This is an optimization exercise on Yosys and OpenROAD, whose aim is small area and a short achievable clock period, not a production implementation.
Where RTL was checked, it was by simulation tests only, not by an equivalence proof against the original.
Function not checked in runs 4 and 5: the RTL went through the layout flow alone.
The clock input has no modelled driver; a real chip could not lean on it and would need a root buffer or a full tree.
Power figures rest on the tool's default switching activity, not on a simulated workload.

## flow/design.v

```verilog
module ADDER_TREE #(parameter DATA_IN_WIDTH = 8, DATA_OUT_WIDTH = 16)
  (clk, rst_n, ena, data_in1, data_in2, data_out, done, pipe);
  input clk, rst_n, ena;
  input [DATA_IN_WIDTH - 1:0] data_in1, data_in2;
  output [DATA_OUT_WIDTH:0] data_out;
  output done;
  output [6:0] pipe;
  reg        done;
  reg [6:0]  pipe;
  reg [7:0] a1, b1;
  always @(posedge clk)
    if (ena) begin
      a1 <= data_in1;
      b1 <= data_in2;
    end
  wire hs1 = (a1[2] & b1[0]) ^ (a1[1] & b1[1]);
  wire hc2 = (a1[2] & b1[0]) & (a1[1] & b1[1]);
  wire fs3 = (a1[3] & b1[0]) ^ (a1[2] & b1[1]) ^ (a1[1] & b1[2]);
  wire fc4 = ((a1[3] & b1[0]) & (a1[2] & b1[1])) | ((a1[3] & b1[0]) & (a1[1] & b1[2])) | ((a1[2] & b1[1]) & (a1[1] & b1[2]));
  wire fs5 = (a1[4] & b1[0]) ^ (a1[3] & b1[1]) ^ (a1[2] & b1[2]);
  wire fc6 = ((a1[4] & b1[0]) & (a1[3] & b1[1])) | ((a1[4] & b1[0]) & (a1[2] & b1[2])) | ((a1[3] & b1[1]) & (a1[2] & b1[2]));
  wire fs7 = (a1[5] & b1[0]) ^ (a1[4] & b1[1]) ^ (a1[3] & b1[2]);
  wire fc8 = ((a1[5] & b1[0]) & (a1[4] & b1[1])) | ((a1[5] & b1[0]) & (a1[3] & b1[2])) | ((a1[4] & b1[1]) & (a1[3] & b1[2]));
  wire fs9 = (a1[6] & b1[0]) ^ (a1[5] & b1[1]) ^ (a1[4] & b1[2]);
  wire fc10 = ((a1[6] & b1[0]) & (a1[5] & b1[1])) | ((a1[6] & b1[0]) & (a1[4] & b1[2])) | ((a1[5] & b1[1]) & (a1[4] & b1[2]));
  wire fs11 = (a1[7] & b1[0]) ^ (a1[6] & b1[1]) ^ (a1[5] & b1[2]);
  wire fc12 = ((a1[7] & b1[0]) & (a1[6] & b1[1])) | ((a1[7] & b1[0]) & (a1[5] & b1[2])) | ((a1[6] & b1[1]) & (a1[5] & b1[2]));
  wire fs13 = ~(a1[7] & b1[0]) ^ ~(a1[7] & b1[1]) ^ (a1[6] & b1[2]);
  wire fc14 = (~(a1[7] & b1[0]) & ~(a1[7] & b1[1])) | (~(a1[7] & b1[0]) & (a1[6] & b1[2])) | (~(a1[7] & b1[1]) & (a1[6] & b1[2]));
  reg [18:0] t2;
  reg [7:0] a2;
  reg [7:3] b2;
  always @(posedge clk) begin
    t2[0] <= (a1[0] & b1[0]);    
    t2[1] <= (a1[1] & b1[0]);    
    t2[2] <= (a1[0] & b1[1]);    
    t2[3] <= hs1;    
    t2[4] <= (a1[0] & b1[2]);    
    t2[5] <= hc2;    
    t2[6] <= fs3;    
    t2[7] <= fc4;    
    t2[8] <= fs5;    
    t2[9] <= fc6;    
    t2[10] <= fs7;    
    t2[11] <= fc8;    
    t2[12] <= fs9;    
    t2[13] <= fc10;    
    t2[14] <= fs11;    
    t2[15] <= fc12;    
    t2[16] <= fs13;    
    t2[17] <= fc14;    
    t2[18] <= ~(a1[7] & b1[2]);    
    a2 <= a1;
    b2 <= b1[7:3];
  end
  wire [3:0] sum15 = {1'b0, t2[3], t2[1], t2[0]} + {1'b0, t2[4], t2[2], 1'b0} + 1'b0;
  wire hs16 = t2[7] ^ t2[8];
  wire hc17 = t2[7] & t2[8];
  wire fs18 = t2[9] ^ t2[10] ^ (a2[2] & b2[3]);
  wire fc19 = (t2[9] & t2[10]) | (t2[9] & (a2[2] & b2[3])) | (t2[10] & (a2[2] & b2[3]));
  wire fs20 = t2[11] ^ t2[12] ^ (a2[3] & b2[3]);
  wire fc21 = (t2[11] & t2[12]) | (t2[11] & (a2[3] & b2[3])) | (t2[12] & (a2[3] & b2[3]));
  wire fs22 = t2[13] ^ t2[14] ^ (a2[4] & b2[3]);
  wire fc23 = (t2[13] & t2[14]) | (t2[13] & (a2[4] & b2[3])) | (t2[14] & (a2[4] & b2[3]));
  wire fs24 = t2[15] ^ t2[16] ^ (a2[5] & b2[3]);
  wire fc25 = (t2[15] & t2[16]) | (t2[15] & (a2[5] & b2[3])) | (t2[16] & (a2[5] & b2[3]));
  wire fs26 = t2[17] ^ t2[18] ^ (a2[6] & b2[3]);
  wire fc27 = (t2[17] & t2[18]) | (t2[17] & (a2[6] & b2[3])) | (t2[18] & (a2[6] & b2[3]));
  wire hs28 = t2[5] ^ t2[6];
  wire hc29 = t2[5] & t2[6];
  wire fs30 = hs16 ^ (a2[1] & b2[3]) ^ (a2[0] & b2[4]);
  wire fc31 = (hs16 & (a2[1] & b2[3])) | (hs16 & (a2[0] & b2[4])) | ((a2[1] & b2[3]) & (a2[0] & b2[4]));
  wire fs32 = hc17 ^ fs18 ^ (a2[1] & b2[4]);
  wire fc33 = (hc17 & fs18) | (hc17 & (a2[1] & b2[4])) | (fs18 & (a2[1] & b2[4]));
  wire fs34 = fc19 ^ fs20 ^ (a2[2] & b2[4]);
  wire fc35 = (fc19 & fs20) | (fc19 & (a2[2] & b2[4])) | (fs20 & (a2[2] & b2[4]));
  wire fs36 = fc21 ^ fs22 ^ (a2[3] & b2[4]);
  wire fc37 = (fc21 & fs22) | (fc21 & (a2[3] & b2[4])) | (fs22 & (a2[3] & b2[4]));
  wire fs38 = fc23 ^ fs24 ^ (a2[4] & b2[4]);
  wire fc39 = (fc23 & fs24) | (fc23 & (a2[4] & b2[4])) | (fs24 & (a2[4] & b2[4]));
  wire fs40 = fc25 ^ fs26 ^ (a2[5] & b2[4]);
  wire fc41 = (fc25 & fs26) | (fc25 & (a2[5] & b2[4])) | (fs26 & (a2[5] & b2[4]));
  wire fs42 = fc27 ^ ~(a2[7] & b2[3]) ^ (a2[6] & b2[4]);
  wire fc43 = (fc27 & ~(a2[7] & b2[3])) | (fc27 & (a2[6] & b2[4])) | (~(a2[7] & b2[3]) & (a2[6] & b2[4]));
  reg [20:0] t3;
  reg cy3;
  reg [7:0] a3;
  reg [7:5] b3;
  always @(posedge clk) begin
    t3[0] <= sum15[0];    
    t3[1] <= sum15[1];    
    t3[2] <= sum15[2];    
    t3[3] <= hs28;    
    t3[4] <= (a2[0] & b2[3]);    
    t3[5] <= hc29;    
    t3[6] <= fs30;    
    t3[7] <= fc31;    
    t3[8] <= fs32;    
    t3[9] <= fc33;    
    t3[10] <= fs34;    
    t3[11] <= fc35;    
    t3[12] <= fs36;    
    t3[13] <= fc37;    
    t3[14] <= fs38;    
    t3[15] <= fc39;    
    t3[16] <= fs40;    
    t3[17] <= fc41;    
    t3[18] <= fs42;    
    t3[19] <= fc43;    
    t3[20] <= ~(a2[7] & b2[4]);    
    cy3 <= sum15[3];    
    a3 <= a2;
    b3 <= b2[7:5];
  end
  wire [2:0] sum44 = {1'b0, t3[5], t3[3]} + {1'b0, t3[6], t3[4]} + cy3;
  wire hs45 = t3[9] ^ t3[10];
  wire hc46 = t3[9] & t3[10];
  wire fs47 = t3[11] ^ t3[12] ^ (a3[2] & b3[5]);
  wire fc48 = (t3[11] & t3[12]) | (t3[11] & (a3[2] & b3[5])) | (t3[12] & (a3[2] & b3[5]));
  wire fs49 = t3[13] ^ t3[14] ^ (a3[3] & b3[5]);
  wire fc50 = (t3[13] & t3[14]) | (t3[13] & (a3[3] & b3[5])) | (t3[14] & (a3[3] & b3[5]));
  wire fs51 = t3[15] ^ t3[16] ^ (a3[4] & b3[5]);
  wire fc52 = (t3[15] & t3[16]) | (t3[15] & (a3[4] & b3[5])) | (t3[16] & (a3[4] & b3[5]));
  wire fs53 = t3[17] ^ t3[18] ^ (a3[5] & b3[5]);
  wire fc54 = (t3[17] & t3[18]) | (t3[17] & (a3[5] & b3[5])) | (t3[18] & (a3[5] & b3[5]));
  wire fs55 = t3[19] ^ t3[20] ^ (a3[6] & b3[5]);
  wire fc56 = (t3[19] & t3[20]) | (t3[19] & (a3[6] & b3[5])) | (t3[20] & (a3[6] & b3[5]));
  wire hs57 = t3[7] ^ t3[8];
  wire hc58 = t3[7] & t3[8];
  wire fs59 = hs45 ^ (a3[1] & b3[5]) ^ (a3[0] & b3[6]);
  wire fc60 = (hs45 & (a3[1] & b3[5])) | (hs45 & (a3[0] & b3[6])) | ((a3[1] & b3[5]) & (a3[0] & b3[6]));
  wire fs61 = hc46 ^ fs47 ^ (a3[1] & b3[6]);
  wire fc62 = (hc46 & fs47) | (hc46 & (a3[1] & b3[6])) | (fs47 & (a3[1] & b3[6]));
  wire fs63 = fc48 ^ fs49 ^ (a3[2] & b3[6]);
  wire fc64 = (fc48 & fs49) | (fc48 & (a3[2] & b3[6])) | (fs49 & (a3[2] & b3[6]));
  wire fs65 = fc50 ^ fs51 ^ (a3[3] & b3[6]);
  wire fc66 = (fc50 & fs51) | (fc50 & (a3[3] & b3[6])) | (fs51 & (a3[3] & b3[6]));
  wire fs67 = fc52 ^ fs53 ^ (a3[4] & b3[6]);
  wire fc68 = (fc52 & fs53) | (fc52 & (a3[4] & b3[6])) | (fs53 & (a3[4] & b3[6]));
  wire fs69 = fc54 ^ fs55 ^ (a3[5] & b3[6]);
  wire fc70 = (fc54 & fs55) | (fc54 & (a3[5] & b3[6])) | (fs55 & (a3[5] & b3[6]));
  wire fs71 = fc56 ^ ~(a3[7] & b3[5]) ^ (a3[6] & b3[6]);
  wire fc72 = (fc56 & ~(a3[7] & b3[5])) | (fc56 & (a3[6] & b3[6])) | (~(a3[7] & b3[5]) & (a3[6] & b3[6]));
  reg [22:0] t4;
  reg cy4;
  reg [7:0] r4;
  always @(posedge clk) begin
    t4[0] <= t3[0];    
    t4[1] <= t3[1];    
    t4[2] <= t3[2];    
    t4[3] <= sum44[0];    
    t4[4] <= sum44[1];    
    t4[5] <= hs57;    
    t4[6] <= (a3[0] & b3[5]);    
    t4[7] <= hc58;    
    t4[8] <= fs59;    
    t4[9] <= fc60;    
    t4[10] <= fs61;    
    t4[11] <= fc62;    
    t4[12] <= fs63;    
    t4[13] <= fc64;    
    t4[14] <= fs65;    
    t4[15] <= fc66;    
    t4[16] <= fs67;    
    t4[17] <= fc68;    
    t4[18] <= fs69;    
    t4[19] <= fc70;    
    t4[20] <= fs71;    
    t4[21] <= fc72;    
    t4[22] <= ~(a3[7] & b3[6]);    
    cy4 <= sum44[2];    
    r4[0] <= (a3[0] & b3[7]);    
    r4[1] <= (a3[1] & b3[7]);    
    r4[2] <= (a3[2] & b3[7]);    
    r4[3] <= (a3[3] & b3[7]);    
    r4[4] <= (a3[4] & b3[7]);    
    r4[5] <= (a3[5] & b3[7]);    
    r4[6] <= (a3[6] & b3[7]);    
    r4[7] <= ~(a3[7] & b3[7]);    
  end
  wire [2:0] sum73 = {1'b0, t4[7], t4[5]} + {1'b0, t4[8], t4[6]} + cy4;
  wire hs74 = t4[9] ^ t4[10];
  wire hc75 = t4[9] & t4[10];
  wire fs76 = t4[11] ^ t4[12] ^ r4[1];
  wire fc77 = (t4[11] & t4[12]) | (t4[11] & r4[1]) | (t4[12] & r4[1]);
  wire fs78 = t4[13] ^ t4[14] ^ r4[2];
  wire fc79 = (t4[13] & t4[14]) | (t4[13] & r4[2]) | (t4[14] & r4[2]);
  wire fs80 = t4[15] ^ t4[16] ^ r4[3];
  wire fc81 = (t4[15] & t4[16]) | (t4[15] & r4[3]) | (t4[16] & r4[3]);
  wire fs82 = t4[17] ^ t4[18] ^ r4[4];
  wire fc83 = (t4[17] & t4[18]) | (t4[17] & r4[4]) | (t4[18] & r4[4]);
  wire fs84 = t4[19] ^ t4[20] ^ r4[5];
  wire fc85 = (t4[19] & t4[20]) | (t4[19] & r4[5]) | (t4[20] & r4[5]);
  wire fs86 = t4[21] ^ t4[22] ^ r4[6];
  wire fc87 = (t4[21] & t4[22]) | (t4[21] & r4[6]) | (t4[22] & r4[6]);
  reg [22:0] t5;
  reg cy5;
  always @(posedge clk) begin
    t5[0] <= t4[0];    
    t5[1] <= t4[1];    
    t5[2] <= t4[2];    
    t5[3] <= t4[3];    
    t5[4] <= t4[4];    
    t5[5] <= sum73[0];    
    t5[6] <= sum73[1];    
    t5[7] <= hs74;    
    t5[8] <= r4[0];    
    t5[9] <= hc75;    
    t5[10] <= fs76;    
    t5[11] <= fc77;    
    t5[12] <= fs78;    
    t5[13] <= fc79;    
    t5[14] <= fs80;    
    t5[15] <= fc81;    
    t5[16] <= fs82;    
    t5[17] <= fc83;    
    t5[18] <= fs84;    
    t5[19] <= fc85;    
    t5[20] <= fs86;    
    t5[21] <= fc87;    
    t5[22] <= r4[7];    
    cy5 <= sum73[2];    
  end
  wire [5:0] sum88 = {1'b0, t5[15], t5[13], t5[11], t5[9], t5[7]} + {1'b0, t5[16], t5[14], t5[12], t5[10], t5[8]} + cy5;
  reg [17:0] t6;
  reg cy6;
  always @(posedge clk) begin
    t6[0] <= t5[0];    
    t6[1] <= t5[1];    
    t6[2] <= t5[2];    
    t6[3] <= t5[3];    
    t6[4] <= t5[4];    
    t6[5] <= t5[5];    
    t6[6] <= t5[6];    
    t6[7] <= sum88[0];    
    t6[8] <= sum88[1];    
    t6[9] <= sum88[2];    
    t6[10] <= sum88[3];    
    t6[11] <= sum88[4];    
    t6[12] <= t5[17];    
    t6[13] <= t5[18];    
    t6[14] <= t5[19];    
    t6[15] <= t5[20];    
    t6[16] <= t5[21];    
    t6[17] <= t5[22];    
    cy6 <= sum88[5];    
  end
  wire [3:0] sum89 = {1'b0, t6[16], t6[14], t6[12]} + {1'b0, t6[17], t6[15], t6[13]} + cy6;
  reg [15:0] t7;
  always @(posedge clk) begin
    t7[0] <= t6[0];    
    t7[1] <= t6[1];    
    t7[2] <= t6[2];    
    t7[3] <= t6[3];    
    t7[4] <= t6[4];    
    t7[5] <= t6[5];    
    t7[6] <= t6[6];    
    t7[7] <= t6[7];    
    t7[8] <= t6[8];    
    t7[9] <= t6[9];    
    t7[10] <= t6[10];    
    t7[11] <= t6[11];    
    t7[12] <= sum89[0];    
    t7[13] <= sum89[1];    
    t7[14] <= sum89[2];    
    t7[15] <= sum89[3];    
  end
  wire [15:0] prod = {t7[15], t7[14], t7[13], t7[12], t7[11], t7[10], t7[9], t7[8], t7[7], t7[6], t7[5], t7[4], t7[3], t7[2], t7[1], t7[0]} ^ 16'h8000;
  reg [15:0] p8;
  reg        pipe0, valid;
  always @(posedge clk or negedge rst_n) begin
    if (!rst_n) begin
      pipe  <= 7'b0;
      pipe0 <= 1'b0;
      valid <= 1'b0;
      done  <= 1'b0;
      p8    <= 16'b0;
    end else begin
      pipe  <= {pipe[5:1], pipe0, pipe0 | ena};
      if (ena) pipe0 <= 1'b1;
      valid <= valid | pipe[5];
      done  <= valid;
      p8    <= prod & {16{valid}};
    end
  end
  assign data_out = {p8[15], p8};
endmodule
```

## flow/flow/run.sh

```bash
#!/bin/bash
# The standard layout (standard.sh) with these changes to how it is made:
# - plain buffers on the ports instead of the delay cells buffer_ports picks
#   by default;
# - after clock tree synthesis, flow/clock_tree.tcl replaces the clock tree
#   with a balanced two-level tree: four root buffers fed by the clock port,
#   each driving the leaf buffers of one region; every register sees one root
#   and one leaf buffer.
set -euo pipefail
export BUFFER_PORTS_ARGS="-buffer_cell sky130_fd_sc_hd__buf_1"
export CTS_ARGS="-sink_clustering_enable -repair_clock_nets -dont_use_dummy_load -buf_list {sky130_fd_sc_hd__clkbuf_8}"
export POST_CTS_TCL="$PWD/flow/clock_tree.tcl"
export CLOCK_TREE_ROOTS=4
export CLOCK_TREE_LEAVES=12
export CLOCK_TREE_ROOT_CELL=sky130_fd_sc_hd__clkbuf_8
export CLOCK_TREE_LEAF_CELL=sky130_fd_sc_hd__clkbuf_8
bash standard.sh > standard_make.log 2>&1
```

## flow/flow/clock_tree.tcl

```tcl
set nroot 4
set nleaf 8
set rootmaster sky130_fd_sc_hd__clkbuf_8
set leafmaster sky130_fd_sc_hd__clkbuf_16
foreach {v e} {nroot CLOCK_TREE_ROOTS nleaf CLOCK_TREE_LEAVES rootmaster CLOCK_TREE_ROOT_CELL leafmaster CLOCK_TREE_LEAF_CELL} {
  if {[info exists ::env($e)]} { set $v $::env($e) }
}

set block [ord::get_db_block]
set db [ord::get_db]
set port_net [$block findNet clk]

# walk the clock network from the port: buffers/inverters of the tree, sinks
set tree_insts {}
set tree_nets {}
set sinks {}
set todo [list $port_net]
while {[llength $todo]} {
  set net [lindex $todo 0]
  set todo [lrange $todo 1 end]
  foreach it [$net getITerms] {
    if {![$it isInputSignal]} { continue }
    set inst [$it getInst]
    set m [[$inst getMaster] getName]
    if {[string match "*clkbuf*" $m] || [string match "*clkinv*" $m] || [string match "sky130_fd_sc_hd__buf_*" $m] || [string match "*clkdlybuf*" $m] || [string match "*bufinv*" $m]} {
      lappend tree_insts $inst
      foreach ot [$inst getITerms] {
        if {[$ot isOutputSignal] && [$ot getNet] ne "NULL"} {
          lappend todo [$ot getNet]
          lappend tree_nets [$ot getNet]
        }
      }
    } else {
      lappend sinks $it
    }
  }
}
puts "clock_tree: [llength $tree_insts] tree cells, [llength $sinks] sinks"

# disconnect sinks, delete old tree
foreach it $sinks { $it disconnect }
foreach inst $tree_insts { odb::dbInst_destroy $inst }
foreach net $tree_nets { odb::dbNet_destroy $net }

# group sinks by location: recursive bisection along the longer side
proc sink_xy {it} {
  set inst [$it getInst]
  set b [$inst getBBox]
  return [list [expr {([$b xMin] + [$b xMax]) / 2}] [expr {([$b yMin] + [$b yMax]) / 2}]]
}
proc bisect {items n} {
  if {$n <= 1 || [llength $items] < 2} { return [list $items] }
  set xs {}; set ys {}
  foreach it $items { lassign [sink_xy $it] x y; lappend xs $x; lappend ys $y }
  set xs [lsort -integer $xs]; set ys [lsort -integer $ys]
  set dx [expr {[lindex $xs end] - [lindex $xs 0]}]
  set dy [expr {[lindex $ys end] - [lindex $ys 0]}]
  set axis [expr {$dx >= $dy ? 0 : 1}]
  set keyed {}
  foreach it $items { lappend keyed [list [lindex [sink_xy $it] $axis] $it] }
  set keyed [lsort -integer -index 0 $keyed]
  set n1 [expr {$n / 2}]
  set cut [expr {[llength $keyed] * $n1 / $n}]
  set a {}; set b {}
  set i 0
  foreach k $keyed { if {$i < $cut} { lappend a [lindex $k 1] } else { lappend b [lindex $k 1] }; incr i }
  return [concat [bisect $a $n1] [bisect $b [expr {$n - $n1}]]]
}
proc new_buffer {block master name in_net loads x y} {
  set net [odb::dbNet_create $block "${name}_net"]
  $net setSigType CLOCK
  set inst [odb::dbInst_create $block $master $name]
  $inst setSourceType TIMING
  $inst setLocation $x $y
  $inst setPlacementStatus PLACED
  [$inst findITerm A] connect $in_net
  [$inst findITerm X] connect $net
  foreach it $loads { $it connect $net }
  return $inst
}
proc centroid {items} {
  set sx 0; set sy 0
  foreach it $items { lassign [sink_xy $it] x y; incr sx $x; incr sy $y }
  return [list [expr {$sx / [llength $items]}] [expr {$sy / [llength $items]}]]
}
proc bisect_groups {groups n} {
  if {$n <= 1 || [llength $groups] < 2} { return [list $groups] }
  set xs {}; set ys {}
  foreach g $groups { lassign [centroid $g] x y; lappend xs $x; lappend ys $y }
  set xs [lsort -integer $xs]; set ys [lsort -integer $ys]
  set axis [expr {([lindex $xs end] - [lindex $xs 0]) >= ([lindex $ys end] - [lindex $ys 0]) ? 0 : 1}]
  set keyed {}
  foreach g $groups { lappend keyed [list [lindex [centroid $g] $axis] $g] }
  set keyed [lsort -integer -index 0 $keyed]
  set n1 [expr {$n / 2}]
  set cut [expr {[llength $keyed] * $n1 / $n}]
  set a {}; set b {}
  set i 0
  foreach k $keyed { if {$i < $cut} { lappend a [lindex $k 1] } else { lappend b [lindex $k 1] }; incr i }
  return [concat [bisect_groups $a $n1] [bisect_groups $b [expr {$n - $n1}]]]
}
set groups [bisect $sinks $nleaf]
if {$nroot == 0} {
  # one level: the port drives the leaf buffers directly
  set lmaster [$db findMaster $leafmaster]
  set l 0
  foreach g $groups {
    lassign [centroid $g] cx cy
    new_buffer $block $lmaster "clkbuf_leaf$l" $port_net $g $cx $cy
    puts "clock_tree: leaf $l drives [llength $g] sinks at ($cx, $cy)"
    incr l
  }
  set rootgroups {}
} else {
set rootgroups [bisect_groups $groups $nroot]
set rmaster [$db findMaster $rootmaster]
set lmaster [$db findMaster $leafmaster]
set r 0
set l 0
foreach rg $rootgroups {
  set all {}
  foreach g $rg { set all [concat $all $g] }
  lassign [centroid $all] rx ry
  set rnet [odb::dbNet_create $block "clknet_root$r"]
  $rnet setSigType CLOCK
  set rinst [odb::dbInst_create $block $rmaster "clkbuf_root$r"]
  $rinst setSourceType TIMING
  $rinst setLocation $rx $ry
  $rinst setPlacementStatus PLACED
  [$rinst findITerm A] connect $port_net
  [$rinst findITerm X] connect $rnet
  foreach g $rg {
    lassign [centroid $g] cx cy
    new_buffer $block $lmaster "clkbuf_leaf$l" $rnet $g $cx $cy
    puts "clock_tree: root $r leaf $l drives [llength $g] sinks at ($cx, $cy)"
    incr l
  }
  incr r
}
}
$port_net setSigType CLOCK
detailed_placement
check_placement
estimate_parasitics -placement
```

## flow/standard.sh

```bash
#!/bin/bash
# synth_recipe.tcl (not shown) runs the flow's synth.tcl, then flattens the netlist and writes it again
# the make line also repeats each setting of config.mk as NAME=value (left out here)
make -C /OpenROAD-flow-scripts/flow DESIGN_CONFIG=/design/flow/config.mk WORK_HOME=/design/flow/orfs CLKGATE_MAP_FILE= SYNTH_SCRIPT=/design/flow/synth_recipe.tcl "${@:-finish}"
```

## flow/config.mk

```make
export PLATFORM = sky130hd
export DESIGN_NAME = ADDER_TREE
export DESIGN_NICKNAME = ADDER_TREE
export VERILOG_FILES = /design/flow/design.v
export SDC_FILE = /design/flow/constraint.sdc
export NUM_CORES = 4
export LEC_CHECK = 0
export CAP_MARGIN = 20
export CORE_MARGIN = 2
export CORE_UTILIZATION = 80
export SETUP_SLACK_MARGIN = 2.4
export SLEW_MARGIN = 20
```

## flow/constraint.sdc

```tcl
create_clock -name core_clock -period 4.0 [get_ports {clk}]
set_input_delay 0.8000 -clock core_clock [delete_from_list [all_inputs] [get_ports {clk}]]
set_output_delay 0.8000 -clock core_clock [all_outputs]
set_load 0.01 [all_outputs]
```

==> results_dict.tcl, run 1 <==
set metrics [dict create \
    path_max_fanout 2 \
    vias 2734 \
    worstPathArrival_ns 0.83 \
    p_per_area_nw_per_um2 679 \
    netlist_top_cells_count "156 x dfxtp_1, 69 x and2_1, 45 x fa_1" \
    ys_warn_count 1 \
    crit_required_ns 3.20 \
    worst-r2r-cell-count 5 \
    routed_via_density 5.07 \
    grt_use_total 0.240 \
    grt_overflow 0 \
    grt_pass1_vias 3130 \
    post-route-period-util 0.408 \
    cellInternalPower_mw 3.31 \
    fin_nets 519 \
    fin_crit_ns 1.63 \
    cts.sinks 198 \
    synth.area.top_cells "dfxtp_1 52%, fa_1 15%, dfrtp_1 11%" \
    start_util 0.829 \
    grt_pass1_wl_mm 14.9 \
    min_path_type "reg2reg" \
    clock.fmax_ghz 0.612 \
    endpoint_kind "primary output" \
    drt_iter0_markers 46 \
    yosysSeqAreaShare 0.708 \
    swShare 0.261 \
    placementRows 31 \
    synth-edff-count 16 \
    p_seq_frac 0.618 \
    pwr-share-clk 0.195 \
    wl_mm 9.19 \
    rsz0062_at_grt "yes" \
    syn_inst 377 \
    crit_chain "buf_2" \
    worst-path-buf-inv 1 \
    gp_congestion 0.697 \
    syn_area_per_cell_um2 15.9 \
    die_x_um 90.7 \
    ant_nets 0 \
    dp.final_hpwl_mm 5.69 \
    area_growth_pct 9.87 \
    synth-seq-cells 198 \
    wl_per_cell_um 17.0 \
    grt_max_degree 27 \
    hold_viol 0 \
    p_switching_mw 1.17 \
    critPathTopFamily "flip-flops" \
    status "no timing/DRC/antenna violations" \
    path_clk_slew_ns 0.09 \
    slowest_stage "dfrtp_1" \
    drive_gt1_frac 0.134 \
    crit_cells 1 \
    async_reset_ff_frac 0.131 \
    num_antenna_cells 0 \
    netlist_area_um2 6010 \
    finClkSkew_ns 0.0140 \
    num_io_pins 44 \
    path_class "reg2out" \
    combPwrFrac 0.187 \
    maxCapViolCount 0 \
    crit_path_start_kind "flop" \
    insertion_delay_ns 0.29 \
    setup_viol 0 \
    yosysMostFrequentCell "dfxtp_1" \
    synth_top_area_frac 0.520 \
    vdd_drop_max_mv 0.487 \
    fp.dieH_um 90.7 \
    core_um2 7250 \
    critPathMaxStageDelay_ns 0.40 \
    utilization 0.910 \
    synth_ff_type "dfxtp_1" \
    first_pass_iters 6 \
    worstMarginPinSlew_ns 0.853 \
    p_leak_nw 2.84 \
    drc 0 \
    grt_antenna_before_repair 0 \
    numPortBuffers 43 \
    synth_area_leader_cell "dfxtp_1" \
    drv_slew 0 \
    fin_tns_setup_ns 0 \
    relSlewSlack 0.431 \
    synth_cell_type_count 21 \
    holdPathStages 0 \
    syn_nets 454 \
    design.die.area_um2 8220 \
]
## sequential cells by signal, summed over array words and instances (netlist names), 3 cells and up
| name | count |
|---|---|
| b2 | 5 |
| t2 | 19 |
| t3 | 21 |
| a3 | 8 |
| a1 | 8 |
| t5 | 23 |
| t6 | 18 |
| b3 | 3 |
| pipe | 7 |
| t4 | 23 |
| a2 | 8 |
| b1 | 8 |
| r4 | 8 |
| p8 | 16 |
| t7 | 16 |
## power groups by stage
| stage | Combinational [mW] | Sequential, mW | Clock (mW) |
|---|---|---|---|
| floorplan | 0.497 | 2.77 | 0 |
| global placement | 0.672 | 2.76 | 0 |
| detailed placement | 0.760 | 2.79 | 0 |
| global route | 0.948 | 2.81 | 0.970 |
| finish | 0.838 | 2.77 | 0.873 |
## layer usage
layer / track usage / up-vias / routed length [um]
li1: - / 1281 / -
met1: 0.251 / 1354 / 3400
met2: 0.475 / 73 / 5220
met3: 0.0409 / 26 / 301
met4: 0.0885 / 0 / 271
met5: 0 / - / 0
## path summary, 6_finish.rpt
| kind | startpoint | to | slack, ns |
|---|---|---|---|
| max in group asynchronous | rst_n | p8[10]$_DFF_PN0_ | 3.26 |
| min in group asynchronous | rst_n | pipe[2]$_DFF_PN0_ | 0.48 |
| worst max-delay path | pipe[1]$_DFF_PN0_ | pipe[1] | 2.37 |
| worst min register to register | t5[17]$_DFF_P_ | t6[12]$_DFF_P_ | 0.33 |
| worst max register to register | cy5$_DFF_P_ | t6[11]$_DFF_P_ | 2.37 |
| worst min-delay path | t5[17]$_DFF_P_ | t6[12]$_DFF_P_ | 0.33 |
## cells by family after synthesis
| group | share of synthesized area |
|---|---|
| flip-flops | 0.708 |
| AND/OR/NAND/NOR | 0.0835 |
| adder cells (fa/ha/maj) | 0.177 |
| buffers and inverters | 0.0158 |
| AO/OA/AOI/OAI | 0.0102 |
| XOR/XNOR | 0.00583 |
## cells in the final DEF, fill, tap and decap left out, drive strengths merged, types with 10 or more instances in the layout
| cell | count |
|---|---|
| and2 | 69 |
| buf | 31 |
| clkbuf | 34 |
| dfrtp | 26 |
| dfxtp | 156 |
| edfxtp | 16 |
| fa | 45 |
| ha | 13 |
| inv | 22 |
| nand2 | 10 |
## stage by stage
step | instance area [um^2] | power, mW | cells | hold slack, ns | setup WS, ns
5_1_grt | 6600 | 4.73 | 539 | 0.334 | 2.32
3_5_place_dp | 6290 | 3.56 | 518 | 0.312 | 2.17
2_1_floorplan | 6010 | 3.27 | 377 | 0.310 | 2.42
6_report | 6600 | 4.48 | 539 | 0.330 | 2.37
3_3_place_gp | 6290 | 3.43 | 518 | 0.310 | 2.21
## layout make-up, clock buffers not listed
class / instances / area [um^2]
Tap cell: 99 / 124
Timing Repair Buffer: 49 / 231
Multi-Input combinational cell: 155 / 1680
Inverter: 22 / 82.6
Fill cell: 253 / 649
Sequential cell: 198 / 4260
==> run 2: changes to the inputs <==
--- a/flow/config.mk
+++ b/flow/config.mk
@@ -8,5 +8,6 @@
 export CAP_MARGIN = 20
+export CELL_PAD_IN_SITES_DETAIL_PLACEMENT = 0
 export CORE_MARGIN = 2
 export CORE_UTILIZATION = 80
-export SETUP_SLACK_MARGIN = 2.4
+export SETUP_SLACK_MARGIN = 2.45
 export SLEW_MARGIN = 20
==> results_dict.tcl, run 2 <==
set metrics [dict create \
    timing.hold.ws_ns 0.330 \
    p_switching_mw 1.25 \
    synth_cell_type_count 21 \
    path_clk_slew_ns 0.10 \
    syn_nets 454 \
    status "no timing/DRC/antenna violations" \
    vias 2837 \
    crit_chain "fa_2 > fa_2 > a21o_1 > a21oi_2 > xnor2_1" \
    critPathMostFrequentCell "fa_2" \
    worstPathArrival_ns 1.94 \
    first_pass_iters 4 \
    endpoint_kind "flop" \
    relSlewSlack 0.721 \
    p_seq_frac 0.608 \
    wl_per_cell_um 20.4 \
    combPwrFrac 0.198 \
    min_path_type "reg2reg" \
    reg.largest.list "t4: 23 flops, t5: 23 flops, t3: 21 flops" \
    num_antenna_cells 0 \
    syn_inst 377 \
    drive_gt1_frac 0.170 \
    syn_area_per_cell_um2 15.9 \
    ant_nets 0 \
    hp-start "t6[5]$_DFF_P_" \
    grt_max_degree 27 \
    rsz0062_at_grt "yes" \
    fin_crit_ns 1.71 \
    holdPathStages 0 \
    p_leak_nw 2.87 \
    fin_tns_setup_ns 0 \
    design.die.area_um2 8220 \
    async_reset_ff_frac 0.131 \
    hold_viol 0 \
    crit_required_ns 4.23 \
    seq_area_um2 4260 \
    critPathMaxStageDelay_ns 0.42 \
    fp.dieH_um 90.7 \
    yosysMostFrequentCell "dfxtp_1" \
    worstMarginPinSlew_ns 0.418 \
    multi_input_area_um2 1710 \
    fin_nets 521 \
    gp_congestion 0.721 \
    r2r_slack_ns 2.29 \
    setup_viol 0 \
    wl_mm 11.0 \
    yosysSeqAreaShare 0.708 \
    core_um2 7250 \
    timing.rr.end "t6[11]$_DFF_P_" \
    swShare 0.273 \
    grt_use_total 0.270 \
    pwr-share-clk 0.194 \
    numPortBuffers 43 \
    clock.fmax_ghz 0.584 \
    worst-path-buf-inv 0 \
    synth_top_area_frac 0.520 \
    grt_pass1_wl_mm 16.2 \
    path_class "reg2reg" \
    netlist_top_cells_count "156 x dfxtp_1, 69 x and2_1, 45 x fa_1" \
    cellInternalPower_mw 3.34 \
    mostFrequentLayoutCell "dfxtp_1" \
    placementRows 31 \
    fillers 228 \
    synth_area_leader_cell "dfxtp_1" \
    grt_pass1_vias 3217 \
    grt_overflow 0 \
    synth.area.top_cells "dfxtp_1 52%, fa_1 15%, dfrtp_1 11%" \
    worst-r2r-cell-count 5 \
    critPathTopFamily "adder cells" \
    r2r-start "t5[7]$_DFF_P_" \
    drv_slew 0 \
    ys_warn_count 1 \
    num_io_pins 44 \
    vdd_drop_max_mv 0.445 \
    dp.final_hpwl_mm 5.89 \
    finClkSkew_ns 0.0111 \
    post-route-period-util 0.428 \
    insertion_delay_ns 0.29 \
    path_max_fanout 2 \
    area_growth_pct 10.8 \
    slowest_stage "fa_2" \
    drc 0 \
    netlist_area_um2 6010 \
    start_util 0.829 \
    maxCapViolCount 0 \
    crit_path_start_kind "flop" \
    layout_common_cells "153 x dfxtp_1, 59 x and2_1, 37 x fa_1" \
    p_per_area_nw_per_um2 689 \
    hold_end "t7[5]$_DFF_P_" \
    cts.sinks 198 \
    synth-seq-cells 198 \
    synth-edff-count 16 \
    drt_iter0_markers 66 \
    grt_antenna_before_repair 0 \
    synth_ff_type "dfxtp_1" \
    routed_via_density 5.24 \
    die_x_um 90.7 \
]
run 2: cell counts after synthesis:
Identical to the previous run, type by type.
run 2: how the worst max path moves through the flow:
stage / startpoint / endpoint / slack (ns) / cells after the start
floorplan: t5[7]$_DFF_P_ / t6[11]$_DFF_P_ / 2.48 / 5
global placement: ena / a1[0]$_DFFE_PP_ / 2.21 / 1
detailed placement: ena / b1[0]$_DFFE_PP_ / 2.15 / 1
global route: t5[7]$_DFF_P_ / t6[11]$_DFF_P_ / 2.26 / 5
finish: t5[7]$_DFF_P_ / t6[11]$_DFF_P_ / 2.29 / 5
run 2: power by group through the flow:
stage          registers [mW]  logic [mW]  clock network (mW)
2_1_floorplan            2.78       0.498                   0
3_3_place_gp             2.76       0.672                   0
3_5_place_dp             2.79       0.775                   0
5_1_grt                  2.84       0.998               0.970
6_report                 2.79       0.909               0.890
run 2: logic make-up after synthesis:
kind of cell    count (synthesis)  synth area share
flops                         198             0.708
simple gates                   85            0.0835
fa+ha+maj                      58             0.177
buf+inv                        24            0.0158
compound gates                  8            0.0102
xor+xnor                        4           0.00583
run 2: metal layers:
layer  track usage  share of wire
met5             0              0
met3        0.0451          0.032
met4         0.127          0.047
met2         0.542           0.59
met1         0.263           0.33
run 2: metrics by stage:
stage,instance area (um^2),total power [mW],cells,utilization,setup WS (ns)
finish,6660,4.59,541,0.918,2.29
detailed placement,6300,3.57,518,0.868,2.15
global route,6660,4.80,541,0.918,2.26
global placement,6300,3.43,518,0.868,2.21
floorplan,6020,3.27,377,-,2.48
run 2: area by class of cell, clock buffers not listed:
| type | count | share of cell area |
|---|---|---|
| inverters | 22 | 0.0124 |
| well taps | 99 | 0.0186 |
| flip-flops and latches | 198 | 0.640 |
| repair buffers | 51 | 0.0398 |
| multi-input cells | 155 | 0.256 |
==> run 3: changes to the inputs <==
--- a/flow/config.mk
+++ b/flow/config.mk
@@ -9,5 +9,6 @@
 export CELL_PAD_IN_SITES_DETAIL_PLACEMENT = 0
+export CELL_PAD_IN_SITES_GLOBAL_PLACEMENT = 0
 export CORE_MARGIN = 2
 export CORE_UTILIZATION = 80
-export SETUP_SLACK_MARGIN = 2.45
+export SETUP_SLACK_MARGIN = 2.4
 export SLEW_MARGIN = 20
==> results_dict.tcl, run 3 <==
set metrics [dict create \
    status "no timing/DRC/antenna violations" \
    path_class "reg2out" \
    dp.final_hpwl_mm 5.69 \
    cellInternalPower_mw 3.31 \
    clock.fmax_ghz 0.612 \
    synth_cell_type_count 21 \
    crit_required_ns 3.20 \
    drc 0 \
    die_x_um 90.7 \
    relSlewSlack 0.431 \
    mostFrequentLayoutCell "dfxtp_1" \
    fin_nets 519 \
    holdPathStages 0 \
    first_pass_iters 6 \
    layout_common_cells "152 x dfxtp_1, 63 x and2_1, 43 x fa_1" \
    grt_pass1_vias 3130 \
    ant_nets 0 \
    swShare 0.261 \
    pwr-share-clk 0.195 \
    place_area_um2 6290 \
    synth_top_area_frac 0.520 \
    worstMarginPinSlew_ns 0.853 \
    synth_ff_type "dfxtp_1" \
    fp.dieH_um 90.7 \
    p_seq_frac 0.618 \
    p_per_area_nw_per_um2 679 \
    worst-path-buf-inv 1 \
    critPathMaxStageDelay_ns 0.40 \
    drive_gt1_frac 0.134 \
    netlist_area_um2 6010 \
    drv_slew 0 \
    startpoint "pipe[1]$_DFF_PN0_" \
    yosysSeqAreaShare 0.708 \
    crit_cells 1 \
    combPwrFrac 0.187 \
    slowest_stage "dfrtp_1" \
    crit_path_start_kind "flop" \
    async_reset_ff_frac 0.131 \
    synth_compound_gate_area_share 0.0102 \
    syn_inst 377 \
    start_util 0.829 \
    timing.rr.end "t6[11]$_DFF_P_" \
    r2r_slack_ns 2.37 \
    design.die.area_um2 8220 \
    worst-r2r-cell-count 5 \
    finClkSkew_ns 0.0140 \
    wl_per_cell_um 17.0 \
    syn_area_per_cell_um2 15.9 \
    vias 2734 \
    grt_use_total 0.240 \
    maxCapViolCount 0 \
    synth_top_family_by_area "adder cells" \
    rsz0062_at_grt "yes" \
    fin_crit_ns 1.63 \
    r2r-start "cy5$_DFF_P_" \
    setup_viol 0 \
    final_area_um2 6600 \
    synth_area_leader_cell "dfxtp_1" \
    crit_chain "buf_2" \
    grt_pass1_wl_mm 14.9 \
    numPortBuffers 43 \
    synthXorXnorAreaFrac 0.00583 \
    gp_congestion 0.697 \
    reg.largest.list "t4: 23 flops, t5: 23 flops, t3: 21 flops" \
    grt_max_degree 27 \
    yosysMostFrequentCell "dfxtp_1" \
    num_io_pins 44 \
    path_max_fanout 2 \
    p_switching_mw 1.17 \
    worstPathArrival_ns 0.83 \
    ys_warn_count 1 \
    synthAdderAreaFrac 0.177 \
    netlist_top_cells_count "156 x dfxtp_1, 69 x and2_1, 45 x fa_1" \
    setup.worst_path.end "pipe[1]" \
    synth.area.top_cells "dfxtp_1 52%, fa_1 15%, dfrtp_1 11%" \
    post-route-period-util 0.408 \
    routed_via_density 5.07 \
    critPathTopFamily "flip-flops" \
    placementRows 31 \
    num_antenna_cells 0 \
    grt_antenna_before_repair 0 \
    synth-simple-area-share 0.0835 \
    core_um2 7250 \
    insertion_delay_ns 0.29 \
    grt_overflow 0 \
    syn_nets 454 \
    path_clk_slew_ns 0.09 \
    synth-edff-count 16 \
    endpoint_kind "primary output" \
    fin_tns_setup_ns 0 \
    synth-seq-cells 198 \
    vdd_drop_max_mv 0.487 \
    hold_viol 0 \
    wl_mm 9.19 \
    drt_iter0_markers 46 \
    area_growth_pct 9.87 \
    min_path_type "reg2reg" \
    synthMuxAreaShare 0 \
    p_leak_nw 2.84 \
    cts.sinks 198 \
]
==> run 3: power by group through the flow <==
stage / clock network, mW / registers (mW) / logic, mW
after floorplan: 0 / 2.77 / 0.497
after global placement: 0 / 2.76 / 0.672
after detailed placement: 0 / 2.79 / 0.760
after global routing: 0.970 / 2.81 / 0.948
final: 0.873 / 2.77 / 0.838
==> run 3: final cells by class, clock buffers not listed <==
| class | instances | area, um^2 |
|---|---|---|
| Inverter | 22 | 82.6 |
| Timing Repair Buffer | 49 | 231 |
| Tap cell | 99 | 124 |
| Multi-Input combinational cell | 155 | 1680 |
| Sequential cell | 198 | 4260 |
| Fill cell | 253 | 649 |
==> run 3: how the worst min path moves through the flow <==
stage | end | startpoint | slack (ns)
finish | t6[12]$_DFF_P_ | t5[17]$_DFF_P_ | 0.33
global placement | t6[4]$_DFF_P_ | t5[4]$_DFF_P_ | 0.31
detailed placement | t6[13]$_DFF_P_ | t5[18]$_DFF_P_ | 0.31
global route | t6[15]$_DFF_P_ | t5[20]$_DFF_P_ | 0.33
floorplan | b3[5]$_DFF_P_ | b2[5]$_DFF_P_ | 0.31
==> run 3: worst register-to-register path: stages, from the launching register on <==
cell	delay, ns
dfxtp_2	0.34
fa_2	0.41
fa_2	0.38
a21o_1	0.17
a21oi_2	0.12
xnor2_1	0.12
==> run 3: through the flow <==
step,setup WS (ns),instances,power (mW),hold slack (ns),utilization
final,2.37,539,4.48,0.330,0.910
after global routing,2.32,539,4.73,0.334,0.910
after floorplan,2.42,377,3.27,0.310,-
after detailed placement,2.17,518,3.56,0.312,0.868
after global placement,2.21,518,3.43,0.310,0.868
==> run 3: cells by family (layout without fill, tap and decap cells) <==
group	Yosys count	in the layout
AO/OA/AOI/OAI	8	8
XOR/XNOR	4	4
adder cells (fa/ha/maj)	58	58
buffers and inverters	24	87
flip-flops	198	198
AND/OR/NAND/NOR	85	85
==> run 3: layer usage <==
layer / vias to the layer above / wire, um / track usage
met2: 73 / 5220 / 0.475
met1: 1354 / 3400 / 0.251
met4: 0 / 271 / 0.0885
met3: 26 / 301 / 0.0409
li1: 1281 / - / -
met5: - / 0 / 0
==> run 4: changes to the inputs <==
--- a/flow/design.v
+++ b/flow/design.v
@@ -180,18 +180,18 @@
   end
-  wire [2:0] sum73 = {1'b0, t4[7], t4[5]} + {1'b0, t4[8], t4[6]} + cy4;
-  wire hs74 = t4[9] ^ t4[10];
-  wire hc75 = t4[9] & t4[10];
-  wire fs76 = t4[11] ^ t4[12] ^ r4[1];
-  wire fc77 = (t4[11] & t4[12]) | (t4[11] & r4[1]) | (t4[12] & r4[1]);
-  wire fs78 = t4[13] ^ t4[14] ^ r4[2];
-  wire fc79 = (t4[13] & t4[14]) | (t4[13] & r4[2]) | (t4[14] & r4[2]);
-  wire fs80 = t4[15] ^ t4[16] ^ r4[3];
-  wire fc81 = (t4[15] & t4[16]) | (t4[15] & r4[3]) | (t4[16] & r4[3]);
-  wire fs82 = t4[17] ^ t4[18] ^ r4[4];
-  wire fc83 = (t4[17] & t4[18]) | (t4[17] & r4[4]) | (t4[18] & r4[4]);
-  wire fs84 = t4[19] ^ t4[20] ^ r4[5];
-  wire fc85 = (t4[19] & t4[20]) | (t4[19] & r4[5]) | (t4[20] & r4[5]);
-  wire fs86 = t4[21] ^ t4[22] ^ r4[6];
-  wire fc87 = (t4[21] & t4[22]) | (t4[21] & r4[6]) | (t4[22] & r4[6]);
-  reg [22:0] t5;
+  wire hs73 = t4[9] ^ t4[10];
+  wire hc74 = t4[9] & t4[10];
+  wire fs75 = t4[11] ^ t4[12] ^ r4[1];
+  wire fc76 = (t4[11] & t4[12]) | (t4[11] & r4[1]) | (t4[12] & r4[1]);
+  wire fs77 = t4[13] ^ t4[14] ^ r4[2];
+  wire fc78 = (t4[13] & t4[14]) | (t4[13] & r4[2]) | (t4[14] & r4[2]);
+  wire fs79 = t4[15] ^ t4[16] ^ r4[3];
+  wire fc80 = (t4[15] & t4[16]) | (t4[15] & r4[3]) | (t4[16] & r4[3]);
+  wire fs81 = t4[17] ^ t4[18] ^ r4[4];
+  wire fc82 = (t4[17] & t4[18]) | (t4[17] & r4[4]) | (t4[18] & r4[4]);
+  wire fs83 = t4[19] ^ t4[20] ^ r4[5];
+  wire fc84 = (t4[19] & t4[20]) | (t4[19] & r4[5]) | (t4[20] & r4[5]);
+  wire fs85 = t4[21] ^ t4[22] ^ r4[6];
+  wire fc86 = (t4[21] & t4[22]) | (t4[21] & r4[6]) | (t4[22] & r4[6]);
+  wire [4:0] sum87 = {1'b0, hc74, hs73, t4[7], t4[5]} + {1'b0, fs75, r4[0], t4[8], t4[6]} + cy4;
+  reg [20:0] t5;
   reg cy5;
@@ -203,23 +203,21 @@
     t5[4] <= t4[4];    
-    t5[5] <= sum73[0];    
-    t5[6] <= sum73[1];    
-    t5[7] <= hs74;    
-    t5[8] <= r4[0];    
-    t5[9] <= hc75;    
-    t5[10] <= fs76;    
-    t5[11] <= fc77;    
-    t5[12] <= fs78;    
-    t5[13] <= fc79;    
-    t5[14] <= fs80;    
-    t5[15] <= fc81;    
-    t5[16] <= fs82;    
-    t5[17] <= fc83;    
-    t5[18] <= fs84;    
-    t5[19] <= fc85;    
-    t5[20] <= fs86;    
-    t5[21] <= fc87;    
-    t5[22] <= r4[7];    
-    cy5 <= sum73[2];    
-  end
-  wire [5:0] sum88 = {1'b0, t5[15], t5[13], t5[11], t5[9], t5[7]} + {1'b0, t5[16], t5[14], t5[12], t5[10], t5[8]} + cy5;
+    t5[5] <= sum87[0];    
+    t5[6] <= sum87[1];    
+    t5[7] <= sum87[2];    
+    t5[8] <= sum87[3];    
+    t5[9] <= fc76;    
+    t5[10] <= fs77;    
+    t5[11] <= fc78;    
+    t5[12] <= fs79;    
+    t5[13] <= fc80;    
+    t5[14] <= fs81;    
+    t5[15] <= fc82;    
+    t5[16] <= fs83;    
+    t5[17] <= fc84;    
+    t5[18] <= fs85;    
+    t5[19] <= fc86;    
+    t5[20] <= r4[7];    
+    cy5 <= sum87[4];    
+  end
+  wire [3:0] sum88 = {1'b0, t5[13], t5[11], t5[9]} + {1'b0, t5[14], t5[12], t5[10]} + cy5;
   reg [17:0] t6;
@@ -234,14 +232,14 @@
     t6[6] <= t5[6];    
-    t6[7] <= sum88[0];    
-    t6[8] <= sum88[1];    
-    t6[9] <= sum88[2];    
-    t6[10] <= sum88[3];    
-    t6[11] <= sum88[4];    
-    t6[12] <= t5[17];    
-    t6[13] <= t5[18];    
-    t6[14] <= t5[19];    
-    t6[15] <= t5[20];    
-    t6[16] <= t5[21];    
-    t6[17] <= t5[22];    
-    cy6 <= sum88[5];    
+    t6[7] <= t5[7];    
+    t6[8] <= t5[8];    
+    t6[9] <= sum88[0];    
+    t6[10] <= sum88[1];    
+    t6[11] <= sum88[2];    
+    t6[12] <= t5[15];    
+    t6[13] <= t5[16];    
+    t6[14] <= t5[17];    
+    t6[15] <= t5[18];    
+    t6[16] <= t5[19];    
+    t6[17] <= t5[20];    
+    cy6 <= sum88[3];    
   end
--- a/flow/config.mk
+++ b/flow/config.mk
@@ -8,4 +8,2 @@
 export CAP_MARGIN = 20
-export CELL_PAD_IN_SITES_DETAIL_PLACEMENT = 0
-export CELL_PAD_IN_SITES_GLOBAL_PLACEMENT = 0
 export CORE_MARGIN = 2
==> results_dict.tcl, run 4 <==
set metrics [dict create \
    first_pass_iters 4 \
    synth-seq-cells 196 \
    clock.fmax_ghz 0.596 \
    timing.hold.ws_ns 0.330 \
    wl_mm 10.6 \
    maxCapViolCount 0 \
    wl_met1_mm 3.92 \
    synthXorXnorAreaFrac 0.00580 \
    post-route-period-util 0.420 \
    core_um2 7290 \
    area_growth_pct 9.67 \
    start_util 0.829 \
    num_antenna_cells 0 \
    dp.final_hpwl_mm 6.10 \
    yosysSeqAreaShare 0.697 \
    crit_chain "buf_2" \
    design.die.area_um2 8260 \
    routed_via_density 5.25 \
    fillers 272 \
    path_class "reg2out" \
    setup_viol 0 \
    reg.largest.list "t4: 23 flops, t3: 21 flops, t5: 21 flops" \
    rsz0062_at_grt "yes" \
    mostFrequentLayoutCell "dfxtp_1" \
    syn_nets 465 \
    synth_cell_type_count 18 \
    async_reset_ff_frac 0.133 \
    endpoint_kind "primary output" \
    grt_use_total 0.272 \
    drv_slew 0 \
    final_area_um2 6630 \
    die_x_um 90.9 \
    netlist_top_cells_count "154 x dfxtp_1, 72 x and2_1, 45 x fa_1" \
    place_area_um2 6320 \
    utilization 0.909 \
    num_io_pins 44 \
    setup_slack_ns 2.32 \
    crit_path_start_kind "flop" \
    synth.area.top_cells "dfxtp_1 51%, fa_1 15%, dfrtp_1 11%" \
    largest_register_ffs 23 \
    p_leak_nw 2.85 \
    min_path_type "reg2reg" \
    path_clk_slew_ns 0.09 \
    fin_tns_setup_ns 0 \
    wl_per_cell_um 19.4 \
    grt_pass1_vias 3319 \
    place_ws_ns 2.17 \
    layout_common_cells "150 x dfxtp_1, 64 x and2_1, 43 x fa_1" \
    synthMuxAreaShare 0 \
    dr_wl_met3_um 412 \
    worstMarginPinSlew_ns 0.869 \
    synth_ff_type "dfxtp_1" \
    hold_viol 0 \
    syn_area_per_cell_um2 15.6 \
    cts.sinks 196 \
    synthAdderAreaFrac 0.178 \
    drc 0 \
    synth-simple-area-share 0.0874 \
    synth_top_family_by_area "adder cells" \
    drt_iter0_markers 84 \
    vias 2871 \
    critPathMaxStageDelay_ns 0.42 \
    synth_top_area_frac 0.510 \
    dr.max_layer_used "met4" \
    syn_inst 387 \
    synth-edff-count 16 \
    yosysMostFrequentCell "dfxtp_1" \
    largest_register "t4" \
    drive_gt1_frac 0.118 \
    wl_met2_mm 5.80 \
    path_max_fanout 2 \
    ys_warn_count 1 \
    worst-path-buf-inv 1 \
    status "no timing/DRC/antenna violations" \
    multi_input_area_um2 1720 \
    fp.dieH_um 90.9 \
    fin_nets 528 \
    grt_max_degree 27 \
    fin_crit_ns 1.68 \
    grt_antenna_before_repair 0 \
    numPortBuffers 43 \
    ant_nets 0 \
    synth_area_leader_cell "dfxtp_1" \
    gp_congestion 0.733 \
    grt_pass1_wl_mm 16.5 \
    insertion_delay_ns 0.30 \
    grt_overflow 0 \
    synth_compound_gate_area_share 0.00828 \
    finClkSkew_ns 0.0269 \
    critPathTopFamily "flip-flops" \
    seq_area_um2 4220 \
    vdd_drop_max_mv 0.403 \
    slowest_stage "dfrtp_1" \
    relSlewSlack 0.420 \
    placementRows 31 \
    netlist_area_um2 6040 \
    worstPathArrival_ns 0.88 \
    crit_required_ns 3.20 \
    p_per_area_nw_per_um2 686 \
]
## run 4: kinds of logic after synthesis
| kind of cell | after synthesis |
|---|---|
| AND/OR/NAND/NOR | 86 |
| XOR/XNOR | 4 |
| flip-flops | 196 |
| adder cells (fa/ha/maj) | 59 |
| AO/OA/AOI/OAI | 6 |
| buffers and inverters | 36 |
## run 4: per-stage QoR
step           instances  power, mW
2_1_floorplan        387       3.28
3_3_place_gp         528       3.44
3_5_place_dp         528       3.59
5_1_grt              547       4.78
6_report             547       4.55
## run 4: final timing paths
path / start / depth (start not counted) / slack (ns) / endpoint
min in group asynchronous: rst_n / 2 / 0.50 / pipe[1]$_DFF_PN0_
hold / removal: t5[18]$_DFF_P_ / 0 / 0.33 / t6[15]$_DFF_P_
setup / recovery: pipe[1]$_DFF_PN0_ / 1 / 2.32 / pipe[1]
max in group asynchronous: rst_n / 2 / 3.24 / p8[10]$_DFF_PN0_
hold reg to reg: t5[18]$_DFF_P_ / 0 / 0.33 / t6[15]$_DFF_P_
setup reg to reg: b2[3]$_DFF_P_ / 3 / 2.39 / t3[16]$_DFF_P_
## run 4: where the power goes
part	internal (mW)	switching (mW)
registers	2.52	0.233
logic	0.428	0.483
clock network	0.364	0.517
## run 4: cell type report, clock buffers not listed
type,instances,share of cell area
Inverter,34,0.0193
Timing Repair Buffer,47,0.0323
Tap cell,99,0.0187
Sequential cell,196,0.637
Multi-Input combinational cell,155,0.259
## run 4: layer usage
metal | up-vias | GRT usage
li1 | 1292 | -
met1 | 1450 | 0.290
met2 | 89 | 0.520
met3 | 40 | 0.0559
met4 | 0 | 0.115
met5 | - | 0
==> run 5: changes to the inputs <==
--- a/flow/design.v
+++ b/flow/design.v
@@ -194,4 +194,4 @@
   wire fc86 = (t4[21] & t4[22]) | (t4[21] & r4[6]) | (t4[22] & r4[6]);
-  wire [4:0] sum87 = {1'b0, hc74, hs73, t4[7], t4[5]} + {1'b0, fs75, r4[0], t4[8], t4[6]} + cy4;
-  reg [20:0] t5;
+  wire [5:0] sum87 = {1'b0, fc76, hc74, hs73, t4[7], t4[5]} + {1'b0, fs77, fs75, r4[0], t4[8], t4[6]} + cy4;
+  reg [19:0] t5;
   reg cy5;
@@ -207,18 +207,17 @@
     t5[8] <= sum87[3];    
-    t5[9] <= fc76;    
-    t5[10] <= fs77;    
-    t5[11] <= fc78;    
-    t5[12] <= fs79;    
-    t5[13] <= fc80;    
-    t5[14] <= fs81;    
-    t5[15] <= fc82;    
-    t5[16] <= fs83;    
-    t5[17] <= fc84;    
-    t5[18] <= fs85;    
-    t5[19] <= fc86;    
-    t5[20] <= r4[7];    
-    cy5 <= sum87[4];    
-  end
-  wire [3:0] sum88 = {1'b0, t5[13], t5[11], t5[9]} + {1'b0, t5[14], t5[12], t5[10]} + cy5;
-  reg [17:0] t6;
+    t5[9] <= sum87[4];    
+    t5[10] <= fc78;    
+    t5[11] <= fs79;    
+    t5[12] <= fc80;    
+    t5[13] <= fs81;    
+    t5[14] <= fc82;    
+    t5[15] <= fs83;    
+    t5[16] <= fc84;    
+    t5[17] <= fs85;    
+    t5[18] <= fc86;    
+    t5[19] <= r4[7];    
+    cy5 <= sum87[5];    
+  end
+  wire [3:0] sum88 = {1'b0, t5[14], t5[12], t5[10]} + {1'b0, t5[15], t5[13], t5[11]} + cy5;
+  reg [16:0] t6;
   reg cy6;
@@ -234,6 +233,6 @@
     t6[8] <= t5[8];    
-    t6[9] <= sum88[0];    
-    t6[10] <= sum88[1];    
-    t6[11] <= sum88[2];    
-    t6[12] <= t5[15];    
+    t6[9] <= t5[9];    
+    t6[10] <= sum88[0];    
+    t6[11] <= sum88[1];    
+    t6[12] <= sum88[2];    
     t6[13] <= t5[16];    
@@ -242,6 +241,5 @@
     t6[16] <= t5[19];    
-    t6[17] <= t5[20];    
     cy6 <= sum88[3];    
   end
-  wire [3:0] sum89 = {1'b0, t6[16], t6[14], t6[12]} + {1'b0, t6[17], t6[15], t6[13]} + cy6;
+  wire [2:0] sum89 = {1'b0, t6[15], t6[13]} + {1'b0, t6[16], t6[14]} + cy6;
   reg [15:0] t7;
@@ -260,6 +258,6 @@
     t7[11] <= t6[11];    
-    t7[12] <= sum89[0];    
-    t7[13] <= sum89[1];    
-    t7[14] <= sum89[2];    
-    t7[15] <= sum89[3];    
+    t7[12] <= t6[12];    
+    t7[13] <= sum89[0];    
+    t7[14] <= sum89[1];    
+    t7[15] <= sum89[2];    
   end
==> results_dict.tcl, run 5 <==
set metrics [dict create \
    synth_ff_type "dfxtp_1" \
    fin_nets 535 \
    grtUsageMet3 0.0676 \
    synth-seq-cells 194 \
    rsz0062_at_grt "yes" \
    placementRows 31 \
    drt_iter0_markers 81 \
    core_um2 7250 \
    mostFrequentLayoutCell "dfxtp_1" \
    final_cells 555 \
    async_reset_ff_frac 0.134 \
    p_leak_nw 2.91 \
    drive_gt1_frac 0.173 \
    relSlewSlack 0.437 \
    utilization 0.918 \
    slowest_stage "dfrtp_1" \
    reg.largest.list "t4: 23 flops, t3: 21 flops, t5: 20 flops" \
    worstMarginPinSlew_ns 0.845 \
    critPathMaxStageDelay_ns 0.44 \
    netlist_area_um2 6000 \
    numPortBuffers 43 \
    path_clk_slew_ns 0.09 \
    vdd_drop_max_mv 0.395 \
    ant_nets 0 \
    drv_slew 0 \
    clock.fmax_ghz 0.596 \
    critPathTopFamily "flip-flops" \
    top_usage_layer "met2" \
    path_max_fanout 1 \
    crit_chain "buf_6" \
    insertion_delay_ns 0.30 \
    cts.sinks 194 \
    dp.final_hpwl_mm 5.77 \
    path_class "reg2out" \
    wl_per_cell_um 18.3 \
    grt_antenna_before_repair 0 \
    swShare 0.274 \
    ys_warn_count 1 \
    combPwrFrac 0.226 \
    gr-usage-met1 0.266 \
    grt_max_degree 27 \
    maxCapViolCount 0 \
    design.die.area_um2 8200 \
    start_util 0.827 \
    worstPathArrival_ns 0.88 \
    fin_tns_setup_ns 0 \
    routed_via_density 5.21 \
    synth_cell_type_count 21 \
    first_pass_iters 4 \
    largest_register_ffs 23 \
    grt_overflow 0 \
    synth-edff-count 16 \
    cellInternalPower_mw 3.36 \
    place_inst 532 \
    synth.area.top_cells "dfxtp_1 51%, fa_1 15%, dfrtp_1 11%" \
    worst-path-buf-inv 1 \
    num_antenna_cells 0 \
    num_io_pins 44 \
    vias 2891 \
    post-route-period-util 0.420 \
    grt_pass1_vias 3283 \
    fin_crit_ns 1.68 \
    syn_area_per_cell_um2 15.3 \
    hold_viol 0 \
    grt_use_total 0.255 \
    fp.dieH_um 90.6 \
    drc 0 \
    finClkSkew_ns 0.0133 \
    wl_mm 10.1 \
    syn_nets 468 \
    pwr-share-clk 0.190 \
    largest_register "t4" \
    grt_pass1_wl_mm 15.7 \
    layout_common_cells "145 x dfxtp_1, 63 x and2_1, 43 x fa_1" \
    min_path_type "reg2reg" \
    p_per_area_nw_per_um2 696 \
    setup_viol 0 \
    grtUsageMet2 0.471 \
    area_growth_pct 11.0 \
    p_seq_frac 0.583 \
    endpoint_kind "primary output" \
    netlist_top_cells_count "152 x dfxtp_1, 69 x and2_1, 45 x fa_1" \
    status "no timing/DRC/antenna violations" \
    yosysSeqAreaShare 0.696 \
    die_x_um 90.6 \
    syn_inst 391 \
    crit_required_ns 3.20 \
    synth_area_leader_cell "dfxtp_1" \
    p_switching_mw 1.27 \
    crit_path_start_kind "flop" \
    yosysMostFrequentCell "dfxtp_1" \
    gp_congestion 0.778 \
    synth_top_area_frac 0.507 \
]
[run 5: cell count changes in the layout (fill, tap and decap cells not counted), moves of 4 or more]
cell      before  now
inv_1         34   30
clkbuf_2      11   19
buf_1         30   21
dfxtp_1      150  145
inv_2          0    8
[run 5: power by group through the flow]
stage / registers [mW] / logic (mW) / clock network, mW
after floorplan: 2.71 / 0.553 / 0
after global placement: 2.69 / 0.737 / 0
after detailed placement: 2.73 / 0.840 / 0
after global routing: 2.75 / 1.16 / 0.972
final: 2.70 / 1.05 / 0.883
[run 5: metrics by stage]
step	setup WS [ns]	hold slack [ns]	area (um^2)	total power, mW
after detailed placement	2.19	0.313	6280	3.57
final	2.32	0.331	6660	4.64
after global routing	2.27	0.338	6660	4.88
after floorplan	2.41	0.310	6000	3.26
after global placement	2.22	0.310	6280	3.43
[run 5: path summary, 6_finish.rpt]
check | from | to | slack (ns) | cells past startpoint
max | pipe[0]$_DFF_PN0_ | pipe[0] | 2.32 | 1
min | t5[19]$_DFF_P_ | t6[16]$_DFF_P_ | 0.33 | 0
max reg2reg | r4[2]$_DFF_P_ | cy5$_DFF_P_ | 2.33 | 6
min reg2reg | t5[19]$_DFF_P_ | t6[16]$_DFF_P_ | 0.33 | 0
max in group asynchronous | rst_n | p8[1]$_DFF_PN0_ | 3.27 | 2
min in group asynchronous | rst_n | valid$_DFF_PN0_ | 0.48 | 2
[run 5: per-layer routing]
metal  part of all wire  vias to the layer above
met5                  0                        -
met4              0.045                        0
met3              0.050                       38
met2               0.56                      104
met1               0.35                     1438
li1                   -                     1311
[run 5: logic make-up after synthesis]
logic type	count (synthesis)	synth area share
adder cells (fa/ha/maj)	58	0.177
AO/OA/AOI/OAI	8	0.00918
XOR/XNOR	4	0.00584
AND/OR/NAND/NOR	87	0.0858
flip-flops	194	0.696
buffers and inverters	40	0.0259
[run 5: area by class of cell, clock buffers not listed]
type / count / area [um^2]
sequential: 194 / 4190
multi-input combinational: 157 / 1730
timing repair buffer: 51 / 259
inverter: 38 / 143
fill: 241 / 594
tap: 99 / 124

[re-timing with driven ports]
The flow's constraints put no driver on any port. The routed layouts listed below were extracted and timed again, unchanged, in two steps.
Step 1 assumes that a clkbuf_16 drives the clock port and a buf_2 every other input.
Step 2 adds t to the input delays and takes it off the output delays; t is the mean of the earliest and latest rising clock arrival at the registers after step 1. Input paths then give back, and output paths get back, about the clock's delay inside the block.
Slacks: no drivers / after step 1 / after step 2; pairs: no drivers / after step 1.
run | shift t [ns] | slack for setup (ns) | worst setup path after step 2 | clock arrival spread, ns | pins driven straight from the clock port
run 1 | 0.346 | 2.367 / 2.306 / 2.179 | input to register | 0.016 / 0.016 | 4
run 2 | 0.357 | 2.288 / 2.241 / 2.288 | register to register | 0.012 / 0.012 | 4
run 3 | 0.346 | 2.367 / 2.306 / 2.179 | input to register | 0.016 / 0.016 | 4
run 4 | 0.356 | 2.322 / 2.258 / 2.161 | input to register | 0.028 / 0.027 | 4
run 5 | 0.358 | 2.321 / 2.254 / 2.183 | input to register | 0.018 / 0.018 | 4
After both steps setup and hold are still met in every run listed.
